This design comes from an exercise in tuning for a short achievable clock period and few clock cycles on the open sky130 flow, not from production work. In this exercise RTL edits were held to simulation tests only and were not proved equivalent to the original. Power is estimated from default activity; no workload was simulated.

**flow/config.mk**
```make
export PLATFORM = sky130hd
export DESIGN_NAME = in_order_cpu
export DESIGN_NICKNAME = in_order_cpu
export VERILOG_FILES = /design/flow/design.v
export SDC_FILE = /design/flow/constraint.sdc
export NUM_CORES = 4
export LEC_CHECK = 0
export CAP_MARGIN = 20
export CORE_MARGIN = 2
export CORE_UTILIZATION = 58
export SLEW_MARGIN = 20
```
**flow/constraint.sdc**
```tcl
create_clock -name core_clock -period 10.5 [get_ports {clk}]
set_input_delay 2.1000 -clock core_clock [delete_from_list [all_inputs] [get_ports {clk}]]
set_output_delay 2.1000 -clock core_clock [all_outputs]
set_load 0.01 [all_outputs]
```
**flow/design.v**
```verilog
module ks_add #(parameter W = 32) (
    input  [W-1:0] a, b,
    input          cin,
    output [W-1:0] s,
    output         cout
);
localparam N = W + 1;               
localparam L = (N <= 2) ? 1 : (N <= 4) ? 2 : (N <= 8) ? 3 : (N <= 16) ? 4 : (N <= 32) ? 5 : (N <= 64) ? 6 : 7;
genvar l, i;
generate
    for (l = 0; l <= L; l = l + 1) begin : lv
        wire [N-1:0] g, p;
        if (l == 0) begin : first
            assign g = {a & b, cin};
            assign p = {a ^ b, 1'b0};
        end else begin : next
            for (i = 0; i < N; i = i + 1) begin : bt
                if (i >= (1 << (l-1))) begin : cmb
                    assign g[i] = lv[l-1].g[i] | (lv[l-1].p[i] & lv[l-1].g[i-(1<<(l-1))]);
                    assign p[i] = lv[l-1].p[i] & lv[l-1].p[i-(1<<(l-1))];
                end else begin : pas
                    assign g[i] = lv[l-1].g[i];
                    assign p[i] = lv[l-1].p[i];
                end
            end
        end
    end
endgenerate
assign s = (a ^ b) ^ lv[L].g[W-1:0];
assign cout = lv[L].g[W];
endmodule
module add_sext16 (
    input  [31:0] a,
    input  [15:0] imm,
    input         cin,
    output [31:0] s
);
wire [15:0] lo;
wire        c;
wire [15:0] hi_p1, hi_m1;
ks_add #(16) i_lo (.a(a[15:0]), .b(imm), .cin(cin), .s(lo), .cout(c));
ks_add #(16) i_p1 (.a(a[31:16]), .b(16'h0000), .cin(1'b1), .s(hi_p1), .cout());
ks_add #(16) i_m1 (.a(a[31:16]), .b(16'hffff), .cin(1'b0), .s(hi_m1), .cout());
assign s[15:0] = lo;
assign s[31:16] = (c == imm[15]) ? a[31:16] : (c ? hi_p1 : hi_m1);
endmodule
module in_order_cpu(
    input clk, rst,
    output spart_wrt_en,
    output [31:0] spart_wrt_add,
    output [31:0] spart_wrt_data,
    output [9:0] imem_addr,
    input [31:0] imem_data,
    output dmem_ren,
    input [31:0] dmem_rdata
);
localparam A_ADD = 0, A_SUB = 1, A_AND = 2, A_OR = 3, A_XOR = 4, A_SLL = 5, A_SRL = 6, A_SRA = 7;
reg [31:0] pc;
reg        d_valid;
reg [31:0] d_instr;
reg [31:0] d_pc1;
reg [31:0] d_rs_oh, d_rt_oh;    
reg [31:0] d_rs_rf, d_rt_rf;    
reg        d_pt;       
reg [31:0] d_brt;      
reg        d_pjr;      
reg [31:0] d_ptgt;
reg        e_valid;
reg [31:0] e_a, e_b, e_sd;
reg [7:0]  e_op;
reg [4:0]  e_sh;
reg [4:0]  e_dst;
reg        e_regw, e_lw, e_sw, e_br, e_jr;    
reg [2:0]  e_cond;
reg [31:0] e_alt;      
reg        e_pt, e_sdm;    
reg        e_brv, e_jrv;   
reg        e_pjr, e_link;
reg [31:0] e_ptgt;
reg [31:0] mr_addr, mr_data;
reg        mr_wen, mr_ren;
reg [31:0] m_res;
reg [4:0]  m_dst;
reg        m_regw, m_lw;
reg [31:0] w_res;
reg [4:0]  w_dst;
reg        w_regw;
reg [31:0] x_res;
reg [4:0]  x_dst;
reg        x_regw;
reg [31:0] rf [0:31];
reg        ra_v;
reg [31:0] ra_val;
assign imem_addr = pc[9:0];
wire [31:0] pc_inc;
ks_add #(32) i_pc_inc (.a(pc), .b(32'd0), .cin(1'b1), .s(pc_inc), .cout());
wire [5:0] f_op = imem_data[31:26];
wire f_br  = (f_op >= 6'h13) && (f_op <= 6'h19);
wire f_j   = (f_op == 6'h1a) || (f_op == 6'h1b);
wire f_ret = (f_op == 6'h1d) && (imem_data[25:21] == 5'd31) && ra_v;
wire [31:0] f_brt;       
add_sext16 i_f_brt (.a(pc), .imm(imem_data[15:0]), .cin(1'b1), .s(f_brt));
wire f_same = imem_data[25:21] == imem_data[20:16];
wire f_pt  = f_br && !(f_same && (f_op == 6'h15 || f_op == 6'h18 || f_op == 6'h19)) &&
             !(!f_same && f_op == 6'h14 && !imem_data[15]);
wire [31:0] f_next = f_pt  ? f_brt :
                     f_j   ? {pc_inc[31:26], imem_data[25:0]} :
                     f_ret ? ra_val : pc_inc;
wire [5:0] op  = d_instr[31:26];
wire [4:0] rs  = d_instr[25:21];
wire [4:0] rt  = d_instr[20:16];
wire [4:0] rd  = d_instr[15:11];
wire [15:0] imm = d_instr[15:0];
wire op_add  = op == 6'h01;
wire op_addi = op == 6'h02;
wire op_sub  = op == 6'h03;
wire op_lui  = op == 6'h04;
wire op_mov  = op == 6'h05;
wire op_sll  = op == 6'h06;
wire op_sra  = op == 6'h07;
wire op_srl  = op == 6'h08;
wire op_and  = op == 6'h09;
wire op_andi = op == 6'h0a;
wire op_not  = op == 6'h0b;
wire op_or   = op == 6'h0c;
wire op_ori  = op == 6'h0d;
wire op_xor  = op == 6'h0e;
wire op_xori = op == 6'h0f;
wire op_lw   = op == 6'h11;
wire op_sw   = op == 6'h12;
wire op_b    = op == 6'h13;
wire op_bc   = (op >= 6'h14) && (op <= 6'h19);    
wire op_j    = op == 6'h1a;
wire op_jal  = op == 6'h1b;
wire op_jalr = op == 6'h1c;
wire op_jr   = op == 6'h1d;
wire op_ldc  = (op == 6'h22) || (op == 6'h23);
wire is_br   = op_b || op_bc;
wire is_ctrl = is_br || op_j || op_jal;        
wire link    = op_jal || op_jalr;
wire wr_rd   = op_add || op_sub || op_sll || op_sra || op_srl || op_and || op_or || op_xor;
wire wr_rt   = op_addi || op_lui || op_mov || op_andi || op_not || op_ori || op_xori || op_lw || op_ldc;
wire regw    = wr_rd || wr_rt || link;
wire [4:0] dst = link ? 5'd31 : (wr_rd ? rd : rt);
wire use_rs = op_add || op_addi || op_sub || op_mov || op_sll || op_sra || op_srl || op_and ||
              op_andi || op_not || op_or || op_ori || op_xor || op_xori || op_lw || op_sw ||
              op_bc || op_jalr || op_jr;
wire use_rt = op_add || op_sub || op_and || op_or || op_xor || op_sw || op_bc;
wire e_fw = e_valid && e_regw;
wire dep_e = e_valid && e_lw && ((use_rs && rs == e_dst) || (use_rt && !op_sw && rt == e_dst));
wire agu_haz = op_lw && ((e_fw && rs == e_dst) || (m_lw && rs == m_dst));
wire sw_early = op_sw && !(e_fw && (rs == e_dst || rt == e_dst)) && !(m_lw && rs == m_dst);
wire mem_busy = (op_lw || sw_early) && e_valid && e_sw;
wire stall = d_valid && (dep_e || agu_haz || mem_busy);
wire [31:0] alu_res;
wire [31:0] m_val = m_lw ? dmem_rdata : m_res;
function [31:0] fwd;
    input [4:0] r;
    input [31:0] rfv, ev, mv, wv, xv;
    input e_hit_en, m_hit_en, w_hit_en, x_hit_en;
    input [4:0] ed, md, wd, xd;
    begin
        if (e_hit_en && ed == r)      fwd = ev;
        else if (m_hit_en && md == r) fwd = mv;
        else if (w_hit_en && wd == r) fwd = wv;
        else if (x_hit_en && xd == r) fwd = xv;
        else                          fwd = rfv;
    end
endfunction
wire [31:0] f_rs_oh = 32'd1 << imem_data[25:21];
wire [31:0] f_rt_oh = 32'd1 << imem_data[20:16];
wire [31:0] rd_rs_oh = stall ? d_rs_oh : f_rs_oh;
wire [31:0] rd_rt_oh = stall ? d_rt_oh : f_rt_oh;
reg [31:0] rf_rs, rf_rt;
integer ri;
always @(*) begin
    rf_rs = 32'd0;
    rf_rt = 32'd0;
    for (ri = 0; ri < 32; ri = ri + 1) begin
        rf_rs = rf_rs | ({32{rd_rs_oh[ri]}} & rf[ri]);
        rf_rt = rf_rt | ({32{rd_rt_oh[ri]}} & rf[ri]);
    end
end
wire [31:0] rs_val = fwd(rs, d_rs_rf, alu_res, m_val, w_res, x_res, e_fw, m_regw, w_regw, x_regw,
                         e_dst, m_dst, w_dst, x_dst);
wire [31:0] rt_val = fwd(rt, d_rt_rf, alu_res, m_val, w_res, x_res, e_fw, m_regw, w_regw, x_regw,
                         e_dst, m_dst, w_dst, x_dst);
wire [31:0] base_val = fwd(rs, d_rs_rf, 32'd0, m_res, w_res, x_res, 1'b0, m_regw, w_regw, x_regw,
                           e_dst, m_dst, w_dst, x_dst);
wire [31:0] ag_addr;
add_sext16 i_ag (.a(base_val), .imm(imm), .cin(1'b0), .s(ag_addr));
wire [31:0] sd_early = fwd(rt, d_rt_rf, 32'd0, m_val, w_res, x_res, 1'b0, m_regw, w_regw, x_regw,
                           e_dst, m_dst, w_dst, x_dst);
wire ld_go = d_valid && op_lw && !stall;
wire st_go = d_valid && sw_early && !stall && !redir_e;
wire jr_d = d_valid && (op_jr || op_jalr) && !d_pjr && !stall;
wire [31:0] sext = {{16{imm[15]}}, imm};
wire [31:0] zext = {16'h0000, imm};
wire a_zero = op_lui || op_ldc || link;
wire [31:0] a_next = a_zero ? 32'd0 : rs_val;
wire [31:0] b_next = (op_addi || op_lw || op_sw)          ? sext :
                     (op_andi || op_ori || op_xori)       ? zext :
                     op_lui                               ? {imm, 16'h0000} :
                     op_not                               ? 32'hffffffff :
                     link                                 ? d_pc1 :
                     (op_mov || op_ldc)                   ? 32'd0 :
                     rt_val;
wire [7:0] op_next;
assign op_next[A_ADD] = op_add || op_addi || op_lw || op_sw;
assign op_next[A_SUB] = op_sub;
assign op_next[A_AND] = op_and || op_andi;
assign op_next[A_OR]  = op_or || op_ori || op_lui || op_mov || op_ldc || link;
assign op_next[A_XOR] = op_xor || op_xori || op_not;
assign op_next[A_SLL] = op_sll;
assign op_next[A_SRL] = op_srl;
assign op_next[A_SRA] = op_sra;
wire [31:0] sum, diff;
ks_add #(32) i_sum (.a(e_a), .b(e_b), .cin(1'b0), .s(sum), .cout());
ks_add #(32) i_diff (.a(e_a), .b(~e_b), .cin(1'b1), .s(diff), .cout());
wire [31:0] sll_r = e_a << e_sh;
wire [63:0] sr_w  = {{32{e_op[A_SRA] & e_a[31]}}, e_a} >> e_sh;
wire [31:0] sr_r  = sr_w[31:0];
assign alu_res = ({32{e_op[A_ADD]}} & sum) |
                 ({32{e_op[A_SUB]}} & diff) |
                 ({32{e_op[A_AND]}} & (e_a & e_b)) |
                 ({32{e_op[A_OR]}}  & (e_a | e_b)) |
                 ({32{e_op[A_XOR]}} & (e_a ^ e_b)) |
                 ({32{e_op[A_SLL]}} & sll_r) |
                 ({32{e_op[A_SRL] | e_op[A_SRA]}} & sr_r);
wire br_z = (e_a == e_b);
wire br_n = diff[31];
reg br_taken;
always @(*) begin
    case (e_cond)
        3'd0: br_taken = 1'b1;             
        3'd1: br_taken = br_z;             
        3'd2: br_taken = !br_z && !br_n;   
        3'd3: br_taken = !br_n;            
        3'd4: br_taken = br_z || br_n;     
        3'd5: br_taken = br_n;             
        3'd6: br_taken = !br_z;            
        default: br_taken = 1'b1;
    endcase
end
wire jr_ok = e_pjr && (e_ptgt == e_sd);
wire redir_e = (e_brv && (br_taken != e_pt)) || (e_jrv && !jr_ok);
wire [31:0] e_tgt = e_jr ? e_sd : e_alt;    
always @(posedge clk or posedge rst) begin
    if (rst) begin
        pc <= 32'd0;
        d_valid <= 1'b0;
    end else if (redir_e) begin
        pc <= e_tgt;
        d_valid <= 1'b0;
    end else if (jr_d) begin
        pc <= rs_val;
        d_valid <= 1'b0;
    end else if (!stall) begin
        pc <= f_next;
        d_valid <= 1'b1;
    end
end
always @(posedge clk) begin
    d_rs_rf <= rf_rs;
    d_rt_rf <= rf_rt;
    if (!stall) begin
        d_instr <= imem_data;
        d_rs_oh <= f_rs_oh;
        d_rt_oh <= f_rt_oh;
        d_pc1 <= pc_inc;
        d_pt <= f_pt;
        d_brt <= f_brt;
        d_pjr <= f_ret;
        d_ptgt <= ra_val;
    end
end
always @(posedge clk or posedge rst) begin
    if (rst)
        ra_v <= 1'b0;
    else if (e_valid && e_link)
        ra_v <= 1'b1;
end
always @(posedge clk) begin
    if (e_valid && e_link)
        ra_val <= e_b;    
end
always @(posedge clk or posedge rst) begin
    if (rst) begin
        e_valid <= 1'b0;
        e_brv <= 1'b0;
        e_jrv <= 1'b0;
    end else begin
        e_valid <= d_valid && !stall && !redir_e;
        e_brv <= d_valid && !stall && !redir_e && is_br;
        e_jrv <= d_valid && !stall && !redir_e && (op_jr || op_jalr) && d_pjr;
    end
end
always @(posedge clk) begin
    e_regw <= regw;
    e_lw <= op_lw;
    e_sw <= op_sw && !sw_early;
    e_br <= is_br;
    e_jr <= (op_jr || op_jalr) && d_pjr;
    e_a <= a_next;
    e_b <= b_next;
    e_sd <= (op_jr || op_jalr) ? rs_val : rt_val;
    e_op <= op_next;
    e_sh <= d_instr[10:6];
    e_dst <= dst;
    e_cond <= op - 6'h13;
    e_alt <= d_pt ? d_pc1 : d_brt;
    e_pt <= d_pt;
    e_sdm <= op_sw && e_valid && e_lw && rt == e_dst;
    e_pjr <= d_pjr;
    e_link <= link;
    e_ptgt <= d_ptgt;
end
wire e_st = e_valid && e_sw;
always @(posedge clk or posedge rst) begin
    if (rst) begin
        mr_wen <= 1'b0;
        mr_ren <= 1'b0;
    end else begin
        mr_wen <= e_st || st_go;
        mr_ren <= !e_st && ld_go;
    end
end
always @(posedge clk) begin
    mr_addr <= e_st ? alu_res : ag_addr;
    mr_data <= e_st ? (e_sdm ? m_val : e_sd) : sd_early;
end
always @(posedge clk or posedge rst) begin
    if (rst) begin
        m_regw <= 1'b0; m_lw <= 1'b0;
        w_regw <= 1'b0;
        x_regw <= 1'b0;
    end else begin
        m_regw <= e_valid && e_regw;
        m_lw <= e_valid && e_lw;
        w_regw <= m_regw;
        x_regw <= w_regw;
    end
end
always @(posedge clk) begin
    m_res <= alu_res;
    m_dst <= e_dst;
    w_res <= m_val;
    w_dst <= m_dst;
    x_res <= w_res;
    x_dst <= w_dst;
end
always @(posedge clk) begin
    if (w_regw)
        rf[w_dst] <= w_res;
end
assign spart_wrt_en = mr_wen;
assign spart_wrt_add = mr_addr;
assign spart_wrt_data = mr_data;
assign dmem_ren = mr_ren;
endmodule
```
**flow/flow/run.sh**
```bash
#!/bin/bash
# The standard layout (standard.sh), with two changes:
#  * synthesis: the standard flow's synthesis script, but abc maps the logic with a
#    delay-driven script (flow/abc_fast.script) and the adders are left to abc
#    (ADDER_MAP_FILE empty); registers are mapped exactly as in the standard
#    synthesis;
#  * timing repair aims below the design's period (SETUP_SLACK_MARGIN).
# The constraints (constraint.sdc) are the design's, unchanged.
set -euo pipefail
export FAST_ABC_SCRIPT="$PWD/flow/abc_fast.script"
bash standard.sh SYNTH_SCRIPT="$PWD/flow/synth.tcl" ADDER_MAP_FILE= SETUP_SLACK_MARGIN=7.0 finish > standard_flow.log 2>&1
```
**flow/flow/abc_fast.script**
```
strash
dch
map -D 500
buffer
upsize -D 500
dnsize -D 500
```
**flow/flow/synth.tcl**
```tcl
# The standard flow's synthesis script (synth_recipe.tcl) with one change: abc maps the
# logic with abc_fast.script (delay-driven map) instead of ORFS's speed script.
# Registers are mapped before abc, as in the standard synthesis.
proc synth {args} { yosys synth -nofsm -noshare {*}$args }
proc abc {args} {
  set i [lsearch -exact $args -script]
  if { $i >= 0 } { lset args [expr { $i + 1 }] $::env(FAST_ABC_SCRIPT) }
  yosys abc {*}$args
}
source $::env(SCRIPTS_DIR)/synth.tcl
# left out here: clear keep_hierarchy, flatten, clean up, hide names made inside functions, write 1_2_yosys.v
```
**flow/standard.sh**
```bash
#!/bin/bash
# synth_recipe.tcl (not shown) runs the flow's synth.tcl, then flattens the netlist and writes it again
# the make line also repeats each setting of config.mk as NAME=value (left out here)
make -C /OpenROAD-flow-scripts/flow DESIGN_CONFIG=/design/flow/config.mk WORK_HOME=/design/flow/orfs CLKGATE_MAP_FILE= SYNTH_SCRIPT=/design/flow/synth_recipe.tcl "${@:-finish}"
```
==> results of run 1 <==
[power groups by stage]
stage               combinational (W)  clock, W  sequential (W)
detailed placement            0.00438         0         0.00877
CTS                           0.00517   0.00672         0.00864
global placement              0.00435         0         0.00877
floorplan                     0.00251         0         0.00858
[how the worst max path moves through the flow]
| stage | slack (ns) | depth (start not counted) | startpoint | endpoint |
|---|---|---|---|---|
| after detailed placement | 4.53 | 15 | imem_data[2] | pc[17] |
| after floorplan | 6.36 | 17 | imem_data[15] | pc[28] |
| after CTS | 6.86 | 17 | d_instr[22] | mr_addr[17] |
| after global placement | 4.22 | 12 | imem_data[22] | pc[3] |
[cell usage after synthesis, drive strengths merged (29+ instances only)]
| master | number |
|---|---|
| o22ai | 127 |
| clkbuf | 516 |
| a31oi | 80 |
| o211ai | 80 |
| nand4 | 503 |
| xor2 | 49 |
| nand2 | 1104 |
| edfxtp | 1186 |
| nor3 | 109 |
| dfrtp | 43 |
| dfxtp | 492 |
| buf | 93 |
| o21ai | 2243 |
| a22oi | 53 |
| nor2 | 922 |
| o221ai | 51 |
| inv | 773 |
| o2111ai | 193 |
| nand3 | 487 |
| mux2i | 31 |
| a21oi | 336 |
| or2 | 55 |
| o21bai | 29 |
[what timing repair did]
item                                    in CTS
endpoints found under the setup margin     513
endpoints found under the hold margin        0
buffers inserted                           301
cloned                                      45
pin swaps                                  171
resized for setup                         1530
[layer usage]
layer	overflow	global-route usage
met5	0	0.4006
met4	1	0.7229
met3	0	0.6323
met2	1	0.8923
met1	0	0.7895
[logic make-up after synthesis]
| family | after synthesis |
|---|---|
| AO/OA/AOI/OAI | 3360 |
| AND/OR/NAND/NOR | 3242 |
| flip-flops | 1721 |
| buffers and inverters | 1389 |
| XOR/XNOR | 71 |
| multiplexers | 40 |
[through the flow]
stage / setup slack (ns) / hold WS [ns] / cell area (um2) / util / instances
after floorplan: 6.357 / 0.3233 / 87550 / - / 9823
after global placement: 4.217 / 0.3238 / 91920 / 0.6152 / 11640
after detailed placement: 4.532 / 0.3269 / 91940 / 0.6153 / 11640
after CTS: 6.856 / 0.3132 / 105700 / 0.7075 / 12330
==> impl_metrics.tcl, run 1 <==
set metrics [dict create \
    yosys.area_share.xor_xnor 0.007301 \
    synth_area_leaders "sky130_fd_sc_hd__edfxtp_1, sky130_fd_sc_hd__o21ai_0, sky130_fd_sc_hd__dfxtp_1" \
    post_cts_hold_buffer_count 0 \
    grt_pass1_vias 101100 \
    synth_nets 9889 \
    floorplan.rows 142 \
    flow.stopped_at "5_1_grt" \
    postSynth.topFlopCell "sky130_fd_sc_hd__edfxtp_1" \
    yosys_warnings 1 \
    htree_num_levels 4 \
    place.port_buffers 141 \
    yosys.cell_types.count 95 \
    grt_max_degree 65 \
    place.gp.congestion 1.113 \
    die-width_um 391.4 \
    edff_count_synth 1186 \
    cts_made_buffers 178 \
    synthCells 9823 \
    synthAdderAreaFrac 0 \
    i_o_pins 142 \
    grt-ovfl-total 2 \
    synth_compound_area_frac 0.2212 \
    yosysTopAreaCellShare 0.4091 \
    clockBufferDepth 3 \
    synth-seq-area-share 0.5346 \
    grt_pass1_wl_mm 819.1 \
    total_routing_usage_gr 0.7645 \
    syn_area_per_cell_um2 8.862 \
    synthArstFlopShare 0.02499 \
    clk_root_buffer_cell "sky130_fd_sc_hd__clkbuf_16" \
    synth_top_family_by_area "compound AO/OA/AOI/OAI gates" \
    hpwl_mm 314.0 \
    initial_core_utilization 0.5826 \
    synth.mux.area_fraction 0.004729 \
    ys_ff_latch 1721 \
    synthDominantAreaCellType "sky130_fd_sc_hd__edfxtp_1" \
    run_status "aborted with a tool error" \
    synth_simple_gate_area_frac 0.1698 \
    syn-cell-area_mm2 0.08705 \
    clock_tree_sinks 1721 \
    error_message "[ERROR GRT-0116] Global routing finished with congestion. Check the congestion regions in the DRC Viewer." \
    die_h_um 391.4 \
]
Testbench counts, summed over its fixed seeds: cycles 110,994.
==> run 2, diff against run 1 <==
--- a/flow/design.v
+++ b/flow/design.v
@@ -59,8 +59,8 @@
 reg        d_valid;
 reg [31:0] d_instr;
 reg [31:0] d_pc1;
-reg [31:0] d_rs_oh, d_rt_oh;    
 reg [31:0] d_rs_rf, d_rt_rf;    
+reg [4:0]  d_rs_sel, d_rt_sel;  
 reg        d_pt;       
 reg [31:0] d_brt;      
 reg        d_pjr;      
@@ -147,50 +147,57 @@
               op_bc || op_jalr || op_jr;
 wire use_rt = op_add || op_sub || op_and || op_or || op_xor || op_sw || op_bc;
 wire e_fw = e_valid && e_regw;
-wire dep_e = e_valid && e_lw && ((use_rs && rs == e_dst) || (use_rt && !op_sw && rt == e_dst));
-wire agu_haz = op_lw && ((e_fw && rs == e_dst) || (m_lw && rs == m_dst));
-wire sw_early = op_sw && !(e_fw && (rs == e_dst || rt == e_dst)) && !(m_lw && rs == m_dst);
+wire rs_e = d_rs_sel[4], rs_m = d_rs_sel[3];    
+wire rt_e = d_rt_sel[4];
+wire dep_e = e_lw && ((use_rs && rs_e) || (use_rt && !op_sw && rt_e));
+wire agu_haz = op_lw && (rs_e || (m_lw && rs_m));
+wire sw_early = op_sw && !(rs_e || rt_e) && !(m_lw && rs_m);
 wire mem_busy = (op_lw || sw_early) && e_valid && e_sw;
 wire stall = d_valid && (dep_e || agu_haz || mem_busy);
 wire [31:0] alu_res;
 wire [31:0] m_val = m_lw ? dmem_rdata : m_res;
-function [31:0] fwd;
-    input [4:0] r;
-    input [31:0] rfv, ev, mv, wv, xv;
-    input e_hit_en, m_hit_en, w_hit_en, x_hit_en;
-    input [4:0] ed, md, wd, xd;
-    begin
-        if (e_hit_en && ed == r)      fwd = ev;
-        else if (m_hit_en && md == r) fwd = mv;
-        else if (w_hit_en && wd == r) fwd = wv;
-        else if (x_hit_en && xd == r) fwd = xv;
-        else                          fwd = rfv;
-    end
-endfunction
 wire [31:0] f_rs_oh = 32'd1 << imem_data[25:21];
 wire [31:0] f_rt_oh = 32'd1 << imem_data[20:16];
-wire [31:0] rd_rs_oh = stall ? d_rs_oh : f_rs_oh;
-wire [31:0] rd_rt_oh = stall ? d_rt_oh : f_rt_oh;
 reg [31:0] rf_rs, rf_rt;
 integer ri;
 always @(*) begin
     rf_rs = 32'd0;
     rf_rt = 32'd0;
     for (ri = 0; ri < 32; ri = ri + 1) begin
-        rf_rs = rf_rs | ({32{rd_rs_oh[ri]}} & rf[ri]);
-        rf_rt = rf_rt | ({32{rd_rt_oh[ri]}} & rf[ri]);
+        rf_rs = rf_rs | ({32{f_rs_oh[ri]}} & rf[ri]);
+        rf_rt = rf_rt | ({32{f_rt_oh[ri]}} & rf[ri]);
     end
 end
-wire [31:0] rs_val = fwd(rs, d_rs_rf, alu_res, m_val, w_res, x_res, e_fw, m_regw, w_regw, x_regw,
-                         e_dst, m_dst, w_dst, x_dst);
-wire [31:0] rt_val = fwd(rt, d_rt_rf, alu_res, m_val, w_res, x_res, e_fw, m_regw, w_regw, x_regw,
-                         e_dst, m_dst, w_dst, x_dst);
-wire [31:0] base_val = fwd(rs, d_rs_rf, 32'd0, m_res, w_res, x_res, 1'b0, m_regw, w_regw, x_regw,
-                           e_dst, m_dst, w_dst, x_dst);
+function [31:0] pick;
+    input [4:0] sel;
+    input [31:0] ev, mv, wv, xv, rfv;
+    begin
+        pick = ({32{sel[4]}} & ev) | ({32{sel[3]}} & mv) | ({32{sel[2]}} & wv) |
+               ({32{sel[1]}} & xv) | ({32{sel[0]}} & rfv);
+    end
+endfunction
+wire [31:0] rs_val = pick(d_rs_sel, alu_res, m_val, w_res, x_res, d_rs_rf);
+wire [31:0] rt_val = pick(d_rt_sel, alu_res, m_val, w_res, x_res, d_rt_rf);
+wire [31:0] base_val = pick(d_rs_sel, 32'd0, m_res, w_res, x_res, d_rs_rf);
 wire [31:0] ag_addr;
 add_sext16 i_ag (.a(base_val), .imm(imm), .cin(1'b0), .s(ag_addr));
-wire [31:0] sd_early = fwd(rt, d_rt_rf, 32'd0, m_val, w_res, x_res, 1'b0, m_regw, w_regw, x_regw,
-                           e_dst, m_dst, w_dst, x_dst);
+wire [31:0] sd_early = pick(d_rt_sel, 32'd0, m_val, w_res, x_res, d_rt_rf);
+wire [4:0] n_rs = stall ? rs : imem_data[25:21];
+wire [4:0] n_rt = stall ? rt : imem_data[20:16];
+wire n_e_fw = d_valid && !stall && regw;
+function [4:0] src;
+    input [4:0] r, ed, md, wd, xd;
+    input e_en, m_en, w_en, x_en;
+    begin
+        if (e_en && ed == r)      src = 5'b10000;
+        else if (m_en && md == r) src = 5'b01000;
+        else if (w_en && wd == r) src = 5'b00100;
+        else if (x_en && xd == r) src = 5'b00010;
+        else                      src = 5'b00001;
+    end
+endfunction
+wire [4:0] n_rs_sel = src(n_rs, dst, e_dst, m_dst, w_dst, n_e_fw, e_fw, m_regw, w_regw);
+wire [4:0] n_rt_sel = src(n_rt, dst, e_dst, m_dst, w_dst, n_e_fw, e_fw, m_regw, w_regw);
 wire ld_go = d_valid && op_lw && !stall;
 wire st_go = d_valid && sw_early && !stall && !redir_e;
 wire jr_d = d_valid && (op_jr || op_jalr) && !d_pjr && !stall;
@@ -261,12 +268,17 @@
     end
 end
 always @(posedge clk) begin
-    d_rs_rf <= rf_rs;
-    d_rt_rf <= rf_rt;
+    d_rs_sel <= n_rs_sel;
+    d_rt_sel <= n_rt_sel;
+    if (!stall) begin
+        d_rs_rf <= rf_rs;
+        d_rt_rf <= rf_rt;
+    end else begin
+        if (x_regw && x_dst == rs) d_rs_rf <= x_res;
+        if (x_regw && x_dst == rt) d_rt_rf <= x_res;
+    end
     if (!stall) begin
         d_instr <= imem_data;
-        d_rs_oh <= f_rs_oh;
-        d_rt_oh <= f_rt_oh;
         d_pc1 <= pc_inc;
         d_pt <= f_pt;
         d_brt <= f_brt;
@@ -310,7 +322,7 @@
     e_cond <= op - 6'h13;
     e_alt <= d_pt ? d_pc1 : d_brt;
     e_pt <= d_pt;
-    e_sdm <= op_sw && e_valid && e_lw && rt == e_dst;
+    e_sdm <= op_sw && e_lw && rt_e;
     e_pjr <= d_pjr;
     e_link <= link;
     e_ptgt <= d_ptgt;
==> run 2 against run 1 <==
  * The flow again stops in 5_1_grt
  * Area after synthesis shrank 4.7%
  * Synthesized cell count shrank 10%
==> impl_metrics.tcl, run 2 <==
set metrics [dict create \
    preCtsSetupSlack_ns 3.866 \
    floorplan.rows 138 \
    clk_root_buffer_cell "sky130_fd_sc_hd__clkbuf_16" \
    place.port_buffers 141 \
    initial_core_utilization 0.5851 \
    yosys_warnings 1 \
    die-width_um 382.1 \
    synth_nets 8868 \
    clock_tree_sinks 1667 \
    synth.cells.most_frequent "sky130_fd_sc_hd__nand2_1, sky130_fd_sc_hd__edfxtp_1, sky130_fd_sc_hd__inv_1" \
    place.gp.congestion 1.183 \
    error_message "[ERROR GRT-0116] Global routing finished with congestion. Check the congestion regions in the DRC Viewer." \
    flow.stopped_at "5_1_grt" \
    total_routing_usage_gr 0.7772 \
    yosys.cell_types.count 91 \
    grt_pass1_vias 94060 \
    run_status "aborted with a tool error" \
    grt-ovfl-total 224 \
    yosysTopAreaCellShare 0.4526 \
    grt_pass1_wl_mm 793.1 \
    synth_area_leaders "sky130_fd_sc_hd__edfxtp_1, sky130_fd_sc_hd__dfxtp_1, sky130_fd_sc_hd__nand2_1" \
    i_o_pins 142 \
    syn-cell-area_mm2 0.08294 \
    area_after_dpl_mm2 0.08836 \
    postSynth.topFlopCell "sky130_fd_sc_hd__edfxtp_1" \
    synthArstFlopShare 0.02579 \
    htree_num_levels 4 \
    clockBufferDepth 3 \
    hpwl_mm 291.1 \
    syn_area_per_cell_um2 9.422 \
    ys_ff_latch 1667 \
    synthCells 8802 \
    cts_made_buffers 167 \
    synth.most_common_cell "sky130_fd_sc_hd__nand2_1" \
    synthDominantAreaCellType "sky130_fd_sc_hd__edfxtp_1" \
    grt_max_degree 152 \
    die_h_um 382.1 \
    edff_count_synth 1250 \
    synth-seq-area-share 0.5558 \
]
## run 2: power by group through the flow
stage | Clock [W] | Combinational, W | Sequential (W)
floorplan | 0 | 0.00259 | 0.00841
detailed placement | 0 | 0.00422 | 0.00875
CTS | 0.00629 | 0.00477 | 0.00861
global placement | 0 | 0.00418 | 0.00872
## run 2: worst max-delay path by stage
stage / startpoint / endpoint / slack [ns] / cells after the start
floorplan: imem_data[22] / pc[14] / 6.60 / 13
global placement: imem_data[24] / d_rs_rf[23] / 4.00 / 13
detailed placement: imem_data[24] / d_rs_rf[23] / 3.87 / 13
CTS: imem_data[24] / d_rs_rf[0] / 6.73 / 15
## run 2: what timing repair did
action                     4_1_cts
cloned                          52
buffers inserted               428
resized for setup             1308
setup endpoints to repair      368
hold buffers                     0
pin swaps                      219
## run 2: logic make-up after synthesis
| family | Yosys count | synth area share |
|---|---|---|
| AOI/OAI and AO/OA | 2635 | 0.2095 |
| xor gates and xnor gates | 82 | 0.008659 |
| buffers and inverters | 1524 | 0.07152 |
| DFF | 1667 | 0.5558 |
| muxes | 40 | 0.005190 |
| and+or+nand+nor | 2854 | 0.1492 |
## run 2: per-stage QoR
| step | instances | util |
|---|---|---|
| 2_1_floorplan | 8802 | - |
| 3_3_place_gp | 10610 | 0.6233 |
| 3_5_place_dp | 10610 | 0.6233 |
| 4_1_cts | 11400 | 0.7285 |
## run 2: per-layer routing
| layer | GRT overflow | global-route usage |
|---|---|---|
| met3 | 10 | 0.6509 |
| met5 | 2 | 0.3991 |
| met1 | 13 | 0.7942 |
| met4 | 92 | 0.7384 |
| met2 | 107 | 0.9104 |
Testbench counts of run 2, summed over its fixed seeds: cycles 110,994.
==> run 3, diff against run 2 <==
--- a/flow/design.v
+++ b/flow/design.v
@@ -59,7 +59,9 @@
 reg        d_valid;
 reg [31:0] d_instr;
 reg [31:0] d_pc1;
+reg [31:0] d_rs_oh, d_rt_oh;    
 reg [31:0] d_rs_rf, d_rt_rf;    
+reg        d_lw, d_sw, d_use_rs, d_use_rtx;    
 reg [4:0]  d_rs_sel, d_rt_sel;  
 reg        d_pt;       
 reg [31:0] d_brt;      
@@ -149,23 +151,32 @@
 wire e_fw = e_valid && e_regw;
 wire rs_e = d_rs_sel[4], rs_m = d_rs_sel[3];    
 wire rt_e = d_rt_sel[4];
-wire dep_e = e_lw && ((use_rs && rs_e) || (use_rt && !op_sw && rt_e));
-wire agu_haz = op_lw && (rs_e || (m_lw && rs_m));
-wire sw_early = op_sw && !(rs_e || rt_e) && !(m_lw && rs_m);
-wire mem_busy = (op_lw || sw_early) && e_valid && e_sw;
+wire dep_e = e_lw && ((d_use_rs && rs_e) || (d_use_rtx && rt_e));
+wire agu_haz = d_lw && (rs_e || (m_lw && rs_m));
+wire sw_early = d_sw && !(rs_e || rt_e) && !(m_lw && rs_m);
+wire mem_busy = (d_lw || sw_early) && e_valid && e_sw;
 wire stall = d_valid && (dep_e || agu_haz || mem_busy);
 wire [31:0] alu_res;
 wire [31:0] m_val = m_lw ? dmem_rdata : m_res;
 wire [31:0] f_rs_oh = 32'd1 << imem_data[25:21];
 wire [31:0] f_rt_oh = 32'd1 << imem_data[20:16];
+wire [31:0] rd_rs_oh = stall ? d_rs_oh : f_rs_oh;
+wire [31:0] rd_rt_oh = stall ? d_rt_oh : f_rt_oh;
+wire [5:0] fo = imem_data[31:26];
+wire f_lw = fo == 6'h11;
+wire f_sw = fo == 6'h12;
+wire f_use_rs = (fo >= 6'h01 && fo <= 6'h0f && fo != 6'h04) || f_lw || f_sw ||
+                (fo >= 6'h14 && fo <= 6'h19) || fo == 6'h1c || fo == 6'h1d;
+wire f_use_rtx = fo == 6'h01 || fo == 6'h03 || fo == 6'h09 || fo == 6'h0c || fo == 6'h0e ||
+                 (fo >= 6'h14 && fo <= 6'h19);
 reg [31:0] rf_rs, rf_rt;
 integer ri;
 always @(*) begin
     rf_rs = 32'd0;
     rf_rt = 32'd0;
     for (ri = 0; ri < 32; ri = ri + 1) begin
-        rf_rs = rf_rs | ({32{f_rs_oh[ri]}} & rf[ri]);
-        rf_rt = rf_rt | ({32{f_rt_oh[ri]}} & rf[ri]);
+        rf_rs = rf_rs | ({32{rd_rs_oh[ri]}} & rf[ri]);
+        rf_rt = rf_rt | ({32{rd_rt_oh[ri]}} & rf[ri]);
     end
 end
 function [31:0] pick;
@@ -270,15 +281,16 @@
 always @(posedge clk) begin
     d_rs_sel <= n_rs_sel;
     d_rt_sel <= n_rt_sel;
-    if (!stall) begin
-        d_rs_rf <= rf_rs;
-        d_rt_rf <= rf_rt;
-    end else begin
-        if (x_regw && x_dst == rs) d_rs_rf <= x_res;
-        if (x_regw && x_dst == rt) d_rt_rf <= x_res;
-    end
+    d_rs_rf <= rf_rs;
+    d_rt_rf <= rf_rt;
     if (!stall) begin
         d_instr <= imem_data;
+        d_rs_oh <= f_rs_oh;
+        d_rt_oh <= f_rt_oh;
+        d_lw <= f_lw;
+        d_sw <= f_sw;
+        d_use_rs <= f_use_rs;
+        d_use_rtx <= f_use_rtx;
         d_pc1 <= pc_inc;
         d_pt <= f_pt;
         d_brt <= f_brt;
--- a/flow/config.mk
+++ b/flow/config.mk
@@ -7,5 +7,5 @@
 export LEC_CHECK = 0
 export CAP_MARGIN = 20
 export CORE_MARGIN = 2
-export CORE_UTILIZATION = 58
+export CORE_UTILIZATION = 45
 export SLEW_MARGIN = 20
==> run 3 against run 2 <==
  * Now clean on timing, DRC and antenna
  * Area after synthesis is 1.2% lower
  * Synthesized cell count decreased by 5.1%
==> impl_metrics.tcl, run 3 <==
set metrics [dict create \
    clock_power_share 0.311 \
    synth.most_common_cell "sky130_fd_sc_hd__nand2_1" \
    timing.hold.worst_path_depth 0 \
    clock_tree_from_tritoncts "yes" \
    initial_core_utilization 0.4533 \
    htree_num_levels 4 \
    max_reg_flops 1024 \
    place.gp.congestion 1.056 \
    seq_power_share 0.420 \
    synthDominantAreaCellType "sky130_fd_sc_hd__edfxtp_1" \
    share_of_final_layout_standard_cells_stronger_than_drive_strength_1 0.2282 \
    timing.final.crit_period_ns 3.713 \
    i_o_pins 142 \
    whs_ns 0.3400 \
    clockBufferDepth 3 \
    synth.mux.area_fraction 0.006323 \
    post_cts_hold_buffer_count 0 \
    vdd.ir_drop.worst_mv 0.1638 \
    final_core_density 0.5731 \
    synth.cells.most_frequent "sky130_fd_sc_hd__nand2_1, sky130_fd_sc_hd__edfxtp_1, sky130_fd_sc_hd__a22oi_1" \
    critical_path.max_fanout 8 \
    ys_ff_latch 1729 \
    synth_top_family_by_area "compound AO/OA/AOI/OAI gates" \
    total_routing_usage_gr 0.4453 \
    internal_reg_to_reg_setup_slack_ns 6.84 \
    yosys_warnings 1 \
    synth_simple_gate_area_frac 0.1564 \
    power_switching_share 0.3586 \
    layout.cells.most_common_list "sky130_fd_sc_hd__nand2_1, sky130_fd_sc_hd__edfxtp_1, sky130_fd_sc_hd__a22oi_1" \
    layout_worst_path_cycle_share 0.3536 \
    grt_max_degree 84 \
    rsz0062_at_grt "true" \
    grt-ovfl-total 0 \
    die-width_um 430.7 \
    setup_viol 0 \
    internal-power_w 0.01361 \
    hpwl_mm 276.4 \
    timing.rr.end "d_rs_rf[2]" \
    capturing_element_type_of_the_critical_path "flop" \
    timing.critical_path.buf_inv 8 \
    synth-seq-area-share 0.5705 \
    worst_path_dominant_cell_family "buffers and inverters" \
    worst_slew_margin_rel 0.1666 \
    max_cap_viol_count 0 \
    synthCells 8354 \
    detail_route.iter0.violations 12900 \
    critical_path_required_ns 11.24 \
    synthArstFlopShare 0.02429 \
    synth_nets 8420 \
    run_status "complete, no violations" \
    critPathMaxStageDelay_ns 0.53 \
    die_h_um 430.7 \
    drv_slew 0 \
    edff_count_synth 1190 \
    clk_root_buffer_cell "sky130_fd_sc_hd__clkbuf_16" \
    timing.reg2reg.worst_path_depth 16 \
    area_after_dpl_mm2 0.08812 \
    report.power.total_w 0.02122 \
    power.switching_w 0.007607 \
    final_antenna_net_count 0 \
    postSynth.topFlopCell "sky130_fd_sc_hd__edfxtp_1" \
    yosysTopAreaCellShare 0.4362 \
    syn_area_per_cell_um2 9.807 \
    p_per_area_mw_per_mm2 204.8 \
    layout_cell_area_excl_fill_mm2 0.1036 \
    grt_pass1_wl_mm 577.7 \
    reg2reg_from "d_rt_sel[4]" \
    critPathKind "input pin to flop" \
    route.final.wire_length_mm 436.1 \
    number_of_antenna_violations_at_the_first_check_in_global_routing 32 \
    leading_cell_type_in_the_layout_fill_and_taps_excluded "sky130_fd_sc_hd__nand2_1" \
    grt_pass1_vias 73430 \
    floorplan.rows 156 \
    crit_arrival_ns 4.46 \
    fp.dieArea_mm2 0.1855 \
    yosys.area_share.xor_xnor 0.007896 \
    first_pass_iters 8 \
    startpoint_type "input pin" \
    syn2layout_area_growth_pct 26.45 \
    setup_tns_ns 0 \
    timing.final.hold_violations 0 \
    routed-via-count 79120 \
    clock_tree_sinks 1729 \
    cp_common_cell "sky130_fd_sc_hd__buf_12" \
    fmax_ghz 0.2693 \
    slowest_stage "sky130_fd_sc_hd__or4_1" \
    cts_made_buffers 183 \
    largest-register "rf" \
    cp_cell_sequence "buf_8 -> buf_12 -> clkinvlp_4 -> buf_8 -> buf_12 -> o31ai_4 -> buf_12 -> buf_4 -> buf_12 -> a221oi_2 -> nand4_1 -> or4_1" \
    synth_area_leaders "sky130_fd_sc_hd__edfxtp_1, sky130_fd_sc_hd__dfxtp_1, sky130_fd_sc_hd__a22oi_1" \
    min_to "e_ptgt[6]" \
    synth_compound_area_frac 0.2089 \
    avgViaCountPerCell 6.920 \
    routed_wire_length_per_instance_um 38.14 \
    syn-cell-area_mm2 0.08192 \
    place.port_buffers 141 \
    max_slew.worst_pin.slew_ns 1.237 \
    placeableCoreArea_mm2 0.1807 \
    yosys.cell_types.count 87 \
    power_frac_comb 0.269 \
    clk_transition_reported_paths_ns 0.06 \
    drcViolationCount 0 \
    p_leak_nw 37.83 \
    min-delay-path-class "flop to flop" \
    insertion_delay_ns 0.89 \
    nNetsFinal 8953 \
    worst_clock_skew_ns 0.08073 \
    synthAdderAreaFrac 0 \
    timing.hold.worst.start "d_ptgt[6]" \
]
-- run 3: changes by cell type after synthesis, moves of 87 or more --
cell,change
sky130_fd_sc_hd__buf_2,+124
sky130_fd_sc_hd__a22oi_1,+576
sky130_fd_sc_hd__clkbuf_1,-117
sky130_fd_sc_hd__nor2_1,-87
sky130_fd_sc_hd__nand2_1,+136
sky130_fd_sc_hd__o22ai_1,-358
sky130_fd_sc_hd__inv_1,-546
sky130_fd_sc_hd__a221oi_1,-248
sky130_fd_sc_hd__dfxtp_1,+123
sky130_fd_sc_hd__o21ai_0,-180
-- run 3: metrics by stage --
| stage | instances | setup WS (ns) |
|---|---|---|
| finish | 11430 | 6.787 |
| global route | 11420 | 6.802 |
| CTS | 11250 | 6.895 |
| detailed placement | 10640 | 4.074 |
| global placement | 10640 | 4.205 |
| floorplan | 8354 | 6.545 |
-- run 3: layout make-up --
class / count / area [um2]
inverter: 557 / 2281
sequential: 1729 / 46880
tap: 2370 / 2965
antenna: 17 / 42.54
clock inverter: 92 / 1016
clock buffer: 252 / 5001
fill: 15250 / 77150
multi-input combinational: 5636 / 36410
timing repair buffer: 775 / 8940
timing repair inverter: 5 / 51.30
-- run 3: worst max path at each step --
stage | from | end | cells after the start | slack, ns
after CTS | e_b[16] | pc[17] | 15 | 6.90
after global placement | imem_data[25] | d_rs_rf[3] | 11 | 4.20
after detailed placement | imem_data[25] | d_rs_rf[3] | 11 | 4.07
final | imem_data[25] | d_rs_rf[2] | 12 | 6.79
after global routing | imem_data[25] | d_rs_rf[2] | 11 | 6.80
after floorplan | imem_data[15] | pc[21] | 15 | 6.55
-- run 3: cell families after synthesis --
logic type,count (synthesis)
compound gates,2554
xor+xnor,73
buf+inv,998
flops,1729
mux,49
simple gates,2951
-- run 3: worst reg2reg max path: cells and delay by family, from the launching register on --
kind | cells | cell delay (ns)
AOI/OAI and AO/OA | 3 | 0.61
DFF | 1 | 0.40
and+or+nand+nor | 6 | 1.40
buffers and inverters | 7 | 1.15
-- run 3: power by group through the flow --
stage	combinational (W)	clock [W]	sequential, W
after floorplan	0.00266	0	0.00863
after global placement	0.00452	0	0.00899
after detailed placement	0.00453	0	0.00900
after CTS	0.00508	0.00660	0.00885
after global routing	0.00591	0.00686	0.00893
final	0.00570	0.00661	0.00891
-- run 3: routing by layer --
metal / share of wire / GRT usage
met5: 0.00042 / 0
met2: 0.43 / 0.6765
met1: 0.33 / 0.5218
met4: 0.11 / 0.3928
met3: 0.12 / 0.1164
-- run 3: what timing repair did --
item                                    4_1_cts  5_1_grt
cloned                                       43       18
endpoints found under the setup margin      412      209
endpoints found under the hold margin         0        0
buffers inserted                            224      143
pin swaps                                   141      204
resized for setup                          1132      515
Testbench counts of run 3, summed over its fixed seeds: cycles 110,994.
==> run 4, diff against run 3 <==
--- a/flow/design.v
+++ b/flow/design.v
@@ -59,7 +59,6 @@
 reg        d_valid;
 reg [31:0] d_instr;
 reg [31:0] d_pc1;
-reg [31:0] d_rs_oh, d_rt_oh;    
 reg [31:0] d_rs_rf, d_rt_rf;    
 reg        d_lw, d_sw, d_use_rs, d_use_rtx;    
 reg [4:0]  d_rs_sel, d_rt_sel;  
@@ -158,10 +157,8 @@
 wire stall = d_valid && (dep_e || agu_haz || mem_busy);
 wire [31:0] alu_res;
 wire [31:0] m_val = m_lw ? dmem_rdata : m_res;
-wire [31:0] f_rs_oh = 32'd1 << imem_data[25:21];
-wire [31:0] f_rt_oh = 32'd1 << imem_data[20:16];
-wire [31:0] rd_rs_oh = stall ? d_rs_oh : f_rs_oh;
-wire [31:0] rd_rt_oh = stall ? d_rt_oh : f_rt_oh;
+wire [4:0] rd_rs = stall ? rs : imem_data[25:21];
+wire [4:0] rd_rt = stall ? rt : imem_data[20:16];
 wire [5:0] fo = imem_data[31:26];
 wire f_lw = fo == 6'h11;
 wire f_sw = fo == 6'h12;
@@ -169,16 +166,8 @@
                 (fo >= 6'h14 && fo <= 6'h19) || fo == 6'h1c || fo == 6'h1d;
 wire f_use_rtx = fo == 6'h01 || fo == 6'h03 || fo == 6'h09 || fo == 6'h0c || fo == 6'h0e ||
                  (fo >= 6'h14 && fo <= 6'h19);
-reg [31:0] rf_rs, rf_rt;
-integer ri;
-always @(*) begin
-    rf_rs = 32'd0;
-    rf_rt = 32'd0;
-    for (ri = 0; ri < 32; ri = ri + 1) begin
-        rf_rs = rf_rs | ({32{rd_rs_oh[ri]}} & rf[ri]);
-        rf_rt = rf_rt | ({32{rd_rt_oh[ri]}} & rf[ri]);
-    end
-end
+wire [31:0] rf_rs = rf[rd_rs];
+wire [31:0] rf_rt = rf[rd_rt];
 function [31:0] pick;
     input [4:0] sel;
     input [31:0] ev, mv, wv, xv, rfv;
@@ -285,8 +274,6 @@
     d_rt_rf <= rf_rt;
     if (!stall) begin
         d_instr <= imem_data;
-        d_rs_oh <= f_rs_oh;
-        d_rt_oh <= f_rt_oh;
         d_lw <= f_lw;
         d_sw <= f_sw;
         d_use_rs <= f_use_rs;
==> run 4 against run 3 <==
  * Clock skew rose by 0.00069 ns
  * Largest cell class unchanged
  * Register-to-register slack worse by 0.02 ns
  * Wire length grew 10%
  * Die area is 6.3% higher
  * First-iteration DRC count is 29% higher
  * Via count rose by 14%
==> impl_metrics.tcl, run 4 <==
set metrics [dict create \
    timing.final.hold_violations 0 \
    final_antenna_net_count 0 \
    drv_slew 0 \
    place.gp.congestion 1.075 \
    yosys_warnings 1 \
    post_cts_hold_buffer_count 0 \
    p_leak_nw 38.88 \
    critPathKind "flop to flop" \
    detail_route.iter0.violations 16580 \
    layout_worst_path_cycle_share 0.3501 \
    layout.filler_cells 17090 \
    postSynth.topFlopCell "sky130_fd_sc_hd__edfxtp_1" \
    grt_pass1_vias 81910 \
    timing.final.crit_period_ns 3.676 \
    max_reg_flops 1024 \
    share_of_final_layout_standard_cells_stronger_than_drive_strength_1 0.1597 \
    power_frac_comb 0.296 \
    route.final.wire_length_mm 479.7 \
    total_area_of_sequential_cells_mm2 0.04567 \
    edff_count_synth 1190 \
    vdd.ir_drop.worst_mv 0.1592 \
    layout.cells.most_common_list "sky130_fd_sc_hd__o21ai_0, sky130_fd_sc_hd__edfxtp_1, sky130_fd_sc_hd__nand2_1" \
    htree_num_levels 4 \
    setup_tns_ns 0 \
    seq_power_share 0.396 \
    startpoint_type "flop" \
    insertion_delay_ns 0.88 \
    clockBufferDepth 3 \
    clock_tree_from_tritoncts "yes" \
    syn-cell-area_mm2 0.08710 \
    largest-register "rf" \
    final_core_density 0.5459 \
    run_status "complete, no violations" \
    synth-seq-area-share 0.5218 \
    internal-power_w 0.01362 \
    power.switching_w 0.008180 \
    critical_path_required_ns 11.28 \
    timing.critical_path.buf_inv 4 \
    place.port_buffers 141 \
    rsz0062_at_grt "true" \
    avgViaCountPerCell 6.998 \
    power_switching_share 0.3752 \
    total_routing_usage_gr 0.4583 \
    clock_power_share 0.308 \
    die-width_um 444.0 \
    initial_core_utilization 0.4528 \
    fmax_ghz 0.2720 \
    setup_viol 0 \
    synth.most_common_cell "sky130_fd_sc_hd__o21ai_0" \
    cp_common_cell "sky130_fd_sc_hd__nand2_1" \
    critical_path.max_fanout 20 \
    multi_input_gate_area_mm2 0.03896 \
    synth_nets 10030 \
    leading_cell_type_in_the_layout_fill_and_taps_excluded "sky130_fd_sc_hd__o21ai_0" \
    first_pass_iters 8 \
    clk_root_buffer_cell "sky130_fd_sc_hd__clkbuf_16" \
    synthCells 9960 \
    die_h_um 444.0 \
    crit_arrival_ns 4.46 \
    routed-via-count 89880 \
    synth_area_leaders "sky130_fd_sc_hd__edfxtp_1, sky130_fd_sc_hd__dfxtp_1, sky130_fd_sc_hd__o21ai_0" \
    min-delay-path-class "flop to flop" \
    report.power.total_w 0.02180 \
    yosys.cell_types.count 91 \
    worst_slew_margin_rel 0.2144 \
    ys_ff_latch 1665 \
    p_per_area_mw_per_mm2 207.6 \
    routed_wire_length_per_instance_um 37.35 \
    worst_clock_skew_ns 0.08142 \
    syn2layout_area_growth_pct 20.57 \
    grt-ovfl-total 0 \
    i_o_pins 142 \
    max_slew.worst_pin.slew_ns 1.178 \
    yosysTopAreaCellShare 0.4103 \
    clock_tree_sinks 1665 \
    worst_path_dominant_cell_family "simple AND/OR/NAND/NOR gates" \
    drcViolationCount 0 \
    cts_made_buffers 182 \
    critPathMaxStageDelay_ns 0.41 \
    syn_area_per_cell_um2 8.745 \
    preCtsSetupSlack_ns 4.620 \
    synth.cells.most_frequent "sky130_fd_sc_hd__o21ai_0, sky130_fd_sc_hd__edfxtp_1, sky130_fd_sc_hd__nand2_1" \
    capturing_element_type_of_the_critical_path "flop" \
    slowest_stage "sky130_fd_sc_hd__dfxtp_4" \
    floorplan.rows 161 \
    max_cap_viol_count 0 \
    grt_max_degree 106 \
    grt_pass1_wl_mm 639.6 \
    hpwl_mm 286.9 \
    clk_transition_reported_paths_ns 0.07 \
    synthDominantAreaCellType "sky130_fd_sc_hd__edfxtp_1" \
    placeableCoreArea_mm2 0.1924 \
    finalWorstSetupSlack_ns 6.824 \
    synthArstFlopShare 0.02523 \
    fp.dieArea_mm2 0.1971 \
    cp_cell_sequence "inv_1 -> nand2_1 -> nand2_2 -> nand4_1 -> nor2_1 -> nand2_1 -> a21oi_1 -> o21ai_0 -> nand3_2 -> buf_12 -> nand4_2 -> nand2_4 -> o22ai_4 -> buf_6 -> o41ai_2 -> buf_4" \
    number_of_antenna_violations_at_the_first_check_in_global_routing 20 \
    nNetsFinal 10220 \
]
-- run 4: changes by cell type in the layout (fill, tap and decap cells not counted), moves of 146 or more --
cell / previous run / this run
sky130_fd_sc_hd__a21oi_1: 325 / 888
sky130_fd_sc_hd__a22oi_1: 569 / 62
sky130_fd_sc_hd__a22oi_2: 168 / 6
sky130_fd_sc_hd__a31oi_1: 33 / 196
sky130_fd_sc_hd__inv_1: 486 / 715
sky130_fd_sc_hd__nand2_1: 1353 / 1017
sky130_fd_sc_hd__nand3_1: 305 / 577
sky130_fd_sc_hd__nor2_1: 512 / 845
sky130_fd_sc_hd__o21ai_0: 429 / 1479
sky130_fd_sc_hd__o22ai_1: 118 / 264
-- run 4: repair_timing --
item	4_1_cts	5_1_grt
gates resized for setup	1081	397
setup endpoints to repair	488	200
gates cloned	60	23
setup buffers	159	86
pin swaps	83	108
-- run 4: cells by family after synthesis --
logic type,count (synthesis),share of synthesized area
xor+xnor,85,0.008633
buf+inv,1444,0.06743
compound gates,3719,0.2484
simple gates,3011,0.1492
mux,36,0.004525
flops,1665,0.5218
-- run 4: power by group through the flow --
stage | clock, W | combinational, W | sequential, W
finish | 0.00672 | 0.00645 | 0.00863
CTS | 0.00670 | 0.00577 | 0.00857
global route | 0.00697 | 0.00666 | 0.00863
global placement | 0 | 0.00509 | 0.00869
detailed placement | 0 | 0.00508 | 0.00869
floorplan | 0 | 0.00293 | 0.00832
-- run 4: path summary, 6_finish.rpt --
path,slack (ns),cells after the start,to,start
worst max-delay path,6.82,16,mr_wen,e_a[8]
worst min-delay path,0.30,0,e_ptgt[19],d_ptgt[19]
worst max register to register,6.82,16,mr_wen,e_a[8]
worst min register to register,0.30,0,e_ptgt[19],d_ptgt[19]
max in group asynchronous,8.08,3,m_lw,rst
min in group asynchronous,1.78,3,pc[20],rst
-- run 4: per-layer routing --
layer	track usage	wire length, um	vias up
li1	-	-	36740
met1	0.5898	171100	43270
met2	0.6656	198900	7906
met3	0.1293	66360	1951
met4	0.3192	43230	14
met5	0.003175	145	-
-- run 4: worst register-to-register path, stage by stage, from the launching register on --
cell and delay, ns:
sky130_fd_sc_hd__dfxtp_4 0.41, sky130_fd_sc_hd__inv_1 0.28, sky130_fd_sc_hd__nand2_1 0.20, sky130_fd_sc_hd__nand2_2 0.21
sky130_fd_sc_hd__nand4_1 0.22, sky130_fd_sc_hd__nor2_1 0.26, sky130_fd_sc_hd__nand2_1 0.13, sky130_fd_sc_hd__a21oi_1 0.24
sky130_fd_sc_hd__o21ai_0 0.15, sky130_fd_sc_hd__nand3_2 0.11, sky130_fd_sc_hd__buf_12 0.14, sky130_fd_sc_hd__nand4_2 0.17
sky130_fd_sc_hd__nand2_4 0.22, sky130_fd_sc_hd__o22ai_4 0.12, sky130_fd_sc_hd__buf_6 0.21, sky130_fd_sc_hd__o41ai_2 0.34
sky130_fd_sc_hd__buf_4 0.23
-- run 4: metrics by stage --
stage | cells | instance area [um2] | hold slack, ns
finish | 12840 | 105000 | 0.3013
global placement | 12160 | 90960 | 0.3246
detailed placement | 12170 | 90990 | 0.3278
CTS | 12730 | 102400 | 0.3089
floorplan | 9960 | 87390 | 0.3233
global route | 12840 | 105000 | 0.3276
-- run 4: final cells by class --
class / count / area share
Tap cell: 2526 / 0.03009
Timing Repair inverter: 7 / 0.0007386
Inverter: 782 / 0.02934
Clock inverter: 96 / 0.01125
Clock buffer: 247 / 0.04782
Sequential cell: 1665 / 0.4348
Multi-Input combinational cell: 6859 / 0.3709
Antenna cell: 7 / 0.0001668
Timing Repair Buffer: 655 / 0.07483
Testbench counts of run 4, summed over its fixed seeds: cycles 110,994.
==> run 5, diff against run 4 <==
--- a/flow/design.v
+++ b/flow/design.v
@@ -56,6 +56,7 @@
 );
 localparam A_ADD = 0, A_SUB = 1, A_AND = 2, A_OR = 3, A_XOR = 4, A_SLL = 5, A_SRL = 6, A_SRA = 7;
 reg [31:0] pc;
+reg [9:0]  fa;         
 reg        d_valid;
 reg [31:0] d_instr;
 reg [31:0] d_pc1;
@@ -92,7 +93,7 @@
 reg [31:0] rf [0:31];
 reg        ra_v;
 reg [31:0] ra_val;
-assign imem_addr = pc[9:0];
+assign imem_addr = fa;
 wire [31:0] pc_inc;
 ks_add #(32) i_pc_inc (.a(pc), .b(32'd0), .cin(1'b1), .s(pc_inc), .cout());
 wire [5:0] f_op = imem_data[31:26];
@@ -252,6 +253,13 @@
 wire jr_ok = e_pjr && (e_ptgt == e_sd);
 wire redir_e = (e_brv && (br_taken != e_pt)) || (e_jrv && !jr_ok);
 wire [31:0] e_tgt = e_jr ? e_sd : e_alt;    
+wire [9:0] fa_next = redir_e ? e_tgt[9:0] : jr_d ? rs_val[9:0] : stall ? pc[9:0] : f_next[9:0];
+always @(posedge clk or posedge rst) begin
+    if (rst)
+        fa <= 10'd0;
+    else
+        fa <= fa_next;
+end
 always @(posedge clk or posedge rst) begin
     if (rst) begin
         pc <= 32'd0;
==> run 5 against run 4 <==
  * Still clean on timing, DRC and antenna
  * Clock power decreased by 0.6%
  * Sequential share of layout area increased by 0.85 points
  * Synthesized cell count decreased by 1.2%
  * Core utilization decreased by 0.73 points
  * Combinational power decreased by 8.7%
  * Critical path type is now input pin to flop
  * Critical endpoint is now pc[18]
  * Highest routed layer unchanged
==> impl_metrics.tcl, run 5 <==
set metrics [dict create \
    run_status "complete, no violations" \
    cp_common_cell "sky130_fd_sc_hd__buf_12" \
    fmax_ghz 0.2730 \
    max_slew.worst_pin.slew_ns 1.365 \
    layout.filler_cells 17380 \
    timing.critical_path.buf_inv 5 \
    number_of_antenna_violations_at_the_first_check_in_global_routing 24 \
    synthDominantAreaCellType "sky130_fd_sc_hd__edfxtp_1" \
    cts_made_buffers 182 \
    critPathMaxStageDelay_ns 0.27 \
    share_of_final_layout_standard_cells_stronger_than_drive_strength_1 0.1496 \
    synth.most_common_cell "sky130_fd_sc_hd__o21ai_0" \
    crit_arrival_ns 4.37 \
    syn-cell-area_mm2 0.08683 \
    syn2layout_area_growth_pct 19.21 \
    synthArstFlopShare 0.03104 \
    max_cap_viol_count 0 \
    drcViolationCount 0 \
    min-delay-path-class "flop to flop" \
    routed_wire_length_per_instance_um 36.19 \
    syn_area_per_cell_um2 8.821 \
    clock_tree_from_tritoncts "yes" \
    i_o_pins 142 \
    vdd.ir_drop.worst_mv 0.1357 \
    nNetsFinal 10040 \
    route.final.wire_length_mm 458.3 \
    routed-via-count 88400 \
    clockBufferDepth 3 \
    critical_path.max_fanout 7 \
    htree_num_levels 4 \
    grt_max_degree 102 \
    capturing_element_type_of_the_critical_path "flop" \
    final_antenna_net_count 0 \
    worst_clock_skew_ns 0.04589 \
    edff_count_synth 1190 \
    synth-seq-area-share 0.5264 \
    yosys.cell_types.count 83 \
    leading_cell_type_in_the_layout_fill_and_taps_excluded "sky130_fd_sc_hd__o21ai_0" \
    setup_tns_ns 0 \
    floorplan.rows 161 \
    worst_slew_margin_rel 0.08044 \
    layout_cell_area_excl_fill_mm2 0.1035 \
    synth.cells.most_frequent "sky130_fd_sc_hd__o21ai_0, sky130_fd_sc_hd__edfxtp_1, sky130_fd_sc_hd__nor2_1" \
    die_h_um 443.3 \
    insertion_delay_ns 0.87 \
    startpoint_type "input pin" \
    whs_ns 0.3379 \
    place.port_buffers 141 \
    internal_reg_to_reg_setup_slack_ns 6.85 \
    hpwl_mm 268.9 \
    cp_cell_sequence "buf_12 -> and2_4 -> nor2_4 -> nand4_1 -> a21oi_2 -> o21ai_4 -> buf_12 -> a31oi_4 -> nor2_4 -> buf_12 -> buf_16 -> buf_8 -> nand2_2 -> o211a_1 -> o22ai_2 -> nand3_1 -> o221ai_1" \
    fp.dieArea_mm2 0.1965 \
    max_reg_flops 1024 \
    area_after_dpl_mm2 0.09071 \
    p_leak_nw 37.96 \
    postSynth.topFlopCell "sky130_fd_sc_hd__edfxtp_1" \
    p_per_area_mw_per_mm2 204.9 \
    layout.cells.most_common_list "sky130_fd_sc_hd__o21ai_0, sky130_fd_sc_hd__edfxtp_1, sky130_fd_sc_hd__nor2_1" \
    clk_transition_reported_paths_ns 0.06 \
    rsz0062_at_grt "true" \
    synth_nets 9910 \
    synthCells 9844 \
    critPathKind "input pin to flop" \
    grt-ovfl-total 0 \
    yosys_warnings 1 \
    clk_root_buffer_cell "sky130_fd_sc_hd__clkbuf_16" \
    first_pass_iters 7 \
    detail_route.iter0.violations 16150 \
    timing.final.crit_period_ns 3.663 \
    post_cts_hold_buffer_count 0 \
    worst_path_dominant_cell_family "compound AO/OA/AOI/OAI gates" \
    timing.final.hold_violations 0 \
    ys_ff_latch 1675 \
    die-width_um 443.3 \
    setup_viol 0 \
    total_routing_usage_gr 0.4412 \
    place.gp.congestion 1.032 \
    yosysTopAreaCellShare 0.4115 \
    grt_pass1_wl_mm 618.6 \
    clock_tree_sinks 1675 \
    slowest_stage "sky130_fd_sc_hd__a21oi_2" \
    layout_worst_path_cycle_share 0.3488 \
    placeableCoreArea_mm2 0.1922 \
    avgViaCountPerCell 6.981 \
    initial_core_utilization 0.4518 \
    grt_pass1_vias 80600 \
    drv_slew 0 \
    critical_path_required_ns 11.21 \
    synth_area_leaders "sky130_fd_sc_hd__edfxtp_1, sky130_fd_sc_hd__dfxtp_1, sky130_fd_sc_hd__o21ai_0" \
    largest-register "rf" \
]
## run 5: where the power goes
group / switching (W) / internal (W) / total (W)
sequential: 0.000755 / 0.00790 / 0.00865
combinational: 0.00408 / 0.00181 / 0.00589
clock: 0.00283 / 0.00384 / 0.00668
total: 0.00767 / 0.0135 / 0.0212
## run 5: per-stage QoR
step           power [W]  utilization  instances  worst slack, ns
2_1_floorplan    0.01126            -       9844            6.498
3_3_place_gp     0.01349       0.4719      12040            4.166
3_5_place_dp     0.01351       0.4720      12040            4.087
4_1_cts          0.02065       0.5287      12580            6.932
5_1_grt          0.02174       0.5385      12650            6.751
6_report         0.02121       0.5386      12660            6.837
## run 5: final cells by class
type | count | area [um2] | share of cell area
clock inverters | 76 | 859.6 | 0.008304
inverters | 662 | 2623 | 0.02534
repair inverters | 5 | 43.79 | 0.0004231
repair buffers | 586 | 6930 | 0.06695
well taps | 2526 | 3161 | 0.03053
multi-input cells | 6859 | 38670 | 0.3736
flip-flops and latches | 1675 | 45890 | 0.4433
clock buffers | 265 | 5315 | 0.05135
diodes | 10 | 25.02 | 0.0002417
## run 5: layer usage
metal | part of all wire | track usage | vias to the layer above
met1 | 0.35 | 0.5476 | 42170
met3 | 0.14 | 0.1449 | 1970
met2 | 0.41 | 0.6355 | 7907
met5 | 0.00027 | 0 | -
li1 | - | - | 36340
met4 | 0.095 | 0.3369 | 18
## run 5: cell families after synthesis
group,synth area share
xor gates and xnor gates,0.008069
buffers and inverters,0.06189
and+or+nand+nor,0.1579
muxes,0.006427
DFF,0.5264
AOI/OAI and AO/OA,0.2393
## run 5: timing repair
action                     in CTS  in global routing
buffers inserted              132                 56
resized for setup            1047                300
pin swaps                      69                 65
setup endpoints to repair     433                193
cloned                         66                 17
## run 5: final timing paths
kind,start,end,depth (start not counted)
max,imem_data[7],pc[18],17
min,d_ptgt[12],e_ptgt[12],0
max reg2reg,e_sh[1],pc[16],14
min reg2reg,d_ptgt[12],e_ptgt[12],0
max in group asynchronous,rst,m_lw,3
min in group asynchronous,rst,pc[8],3
## run 5: worst reg2reg max path, stage by stage (launching register included)
cell,delay [ns]
sky130_fd_sc_hd__dfxtp_2,0.32
sky130_fd_sc_hd__buf_6,0.25
sky130_fd_sc_hd__buf_4,0.45
sky130_fd_sc_hd__nor2_1,0.20
sky130_fd_sc_hd__nand3_1,0.15
sky130_fd_sc_hd__nor2_1,0.12
sky130_fd_sc_hd__a2111oi_1,0.51
sky130_fd_sc_hd__o221a_2,0.40
sky130_fd_sc_hd__o221ai_1,0.16
sky130_fd_sc_hd__buf_4,0.21
sky130_fd_sc_hd__a21oi_1,0.20
sky130_fd_sc_hd__buf_4,0.27
sky130_fd_sc_hd__o22ai_1,0.11
sky130_fd_sc_hd__nand3_1,0.10
sky130_fd_sc_hd__o211ai_1,0.09
Testbench counts of run 5, summed over its fixed seeds: cycles 110,994.

## static timing again, ports no longer ideal
In the flow no input, the clock included, has a driving cell. The finished layouts below were timed again as built, in two steps.
Step 1, drivers: a clkbuf_16 drives clk and a buf_2 each remaining input, both assumed.
Step 2 also shifts input and output timing later by t, the mid clock arrival at the registers, as if the neighbouring blocks saw the same clock.
Slacks: ideal ports / drivers / drivers and shift; pairs: ideal ports / drivers.
run | shift t [ns] | slack for setup (ns) | worst hold slack (ns) | latest minus earliest clock arrival (ns) | slew at the worst register clock pin (ns)
run 3 | 0.953 | 6.787 / 6.827 / 5.875 | 0.340 / 0.340 / 0.340 | 0.083 / 0.083 | 0.08 / 0.08
run 4 | 0.934 | 6.824 / 6.784 / 6.032 | 0.301 / 0.301 / 0.301 | 0.082 / 0.082 | 0.07 / 0.07
run 5 | 0.951 | 6.837 / 6.848 / 5.936 | 0.338 / 0.338 / 0.338 | 0.049 / 0.049 | 0.07 / 0.07
After both steps setup and hold are still met in every run listed. The setup slack of run 3, which loses most, moves by +0.040 ns with the drivers and by -0.912 ns with both steps.
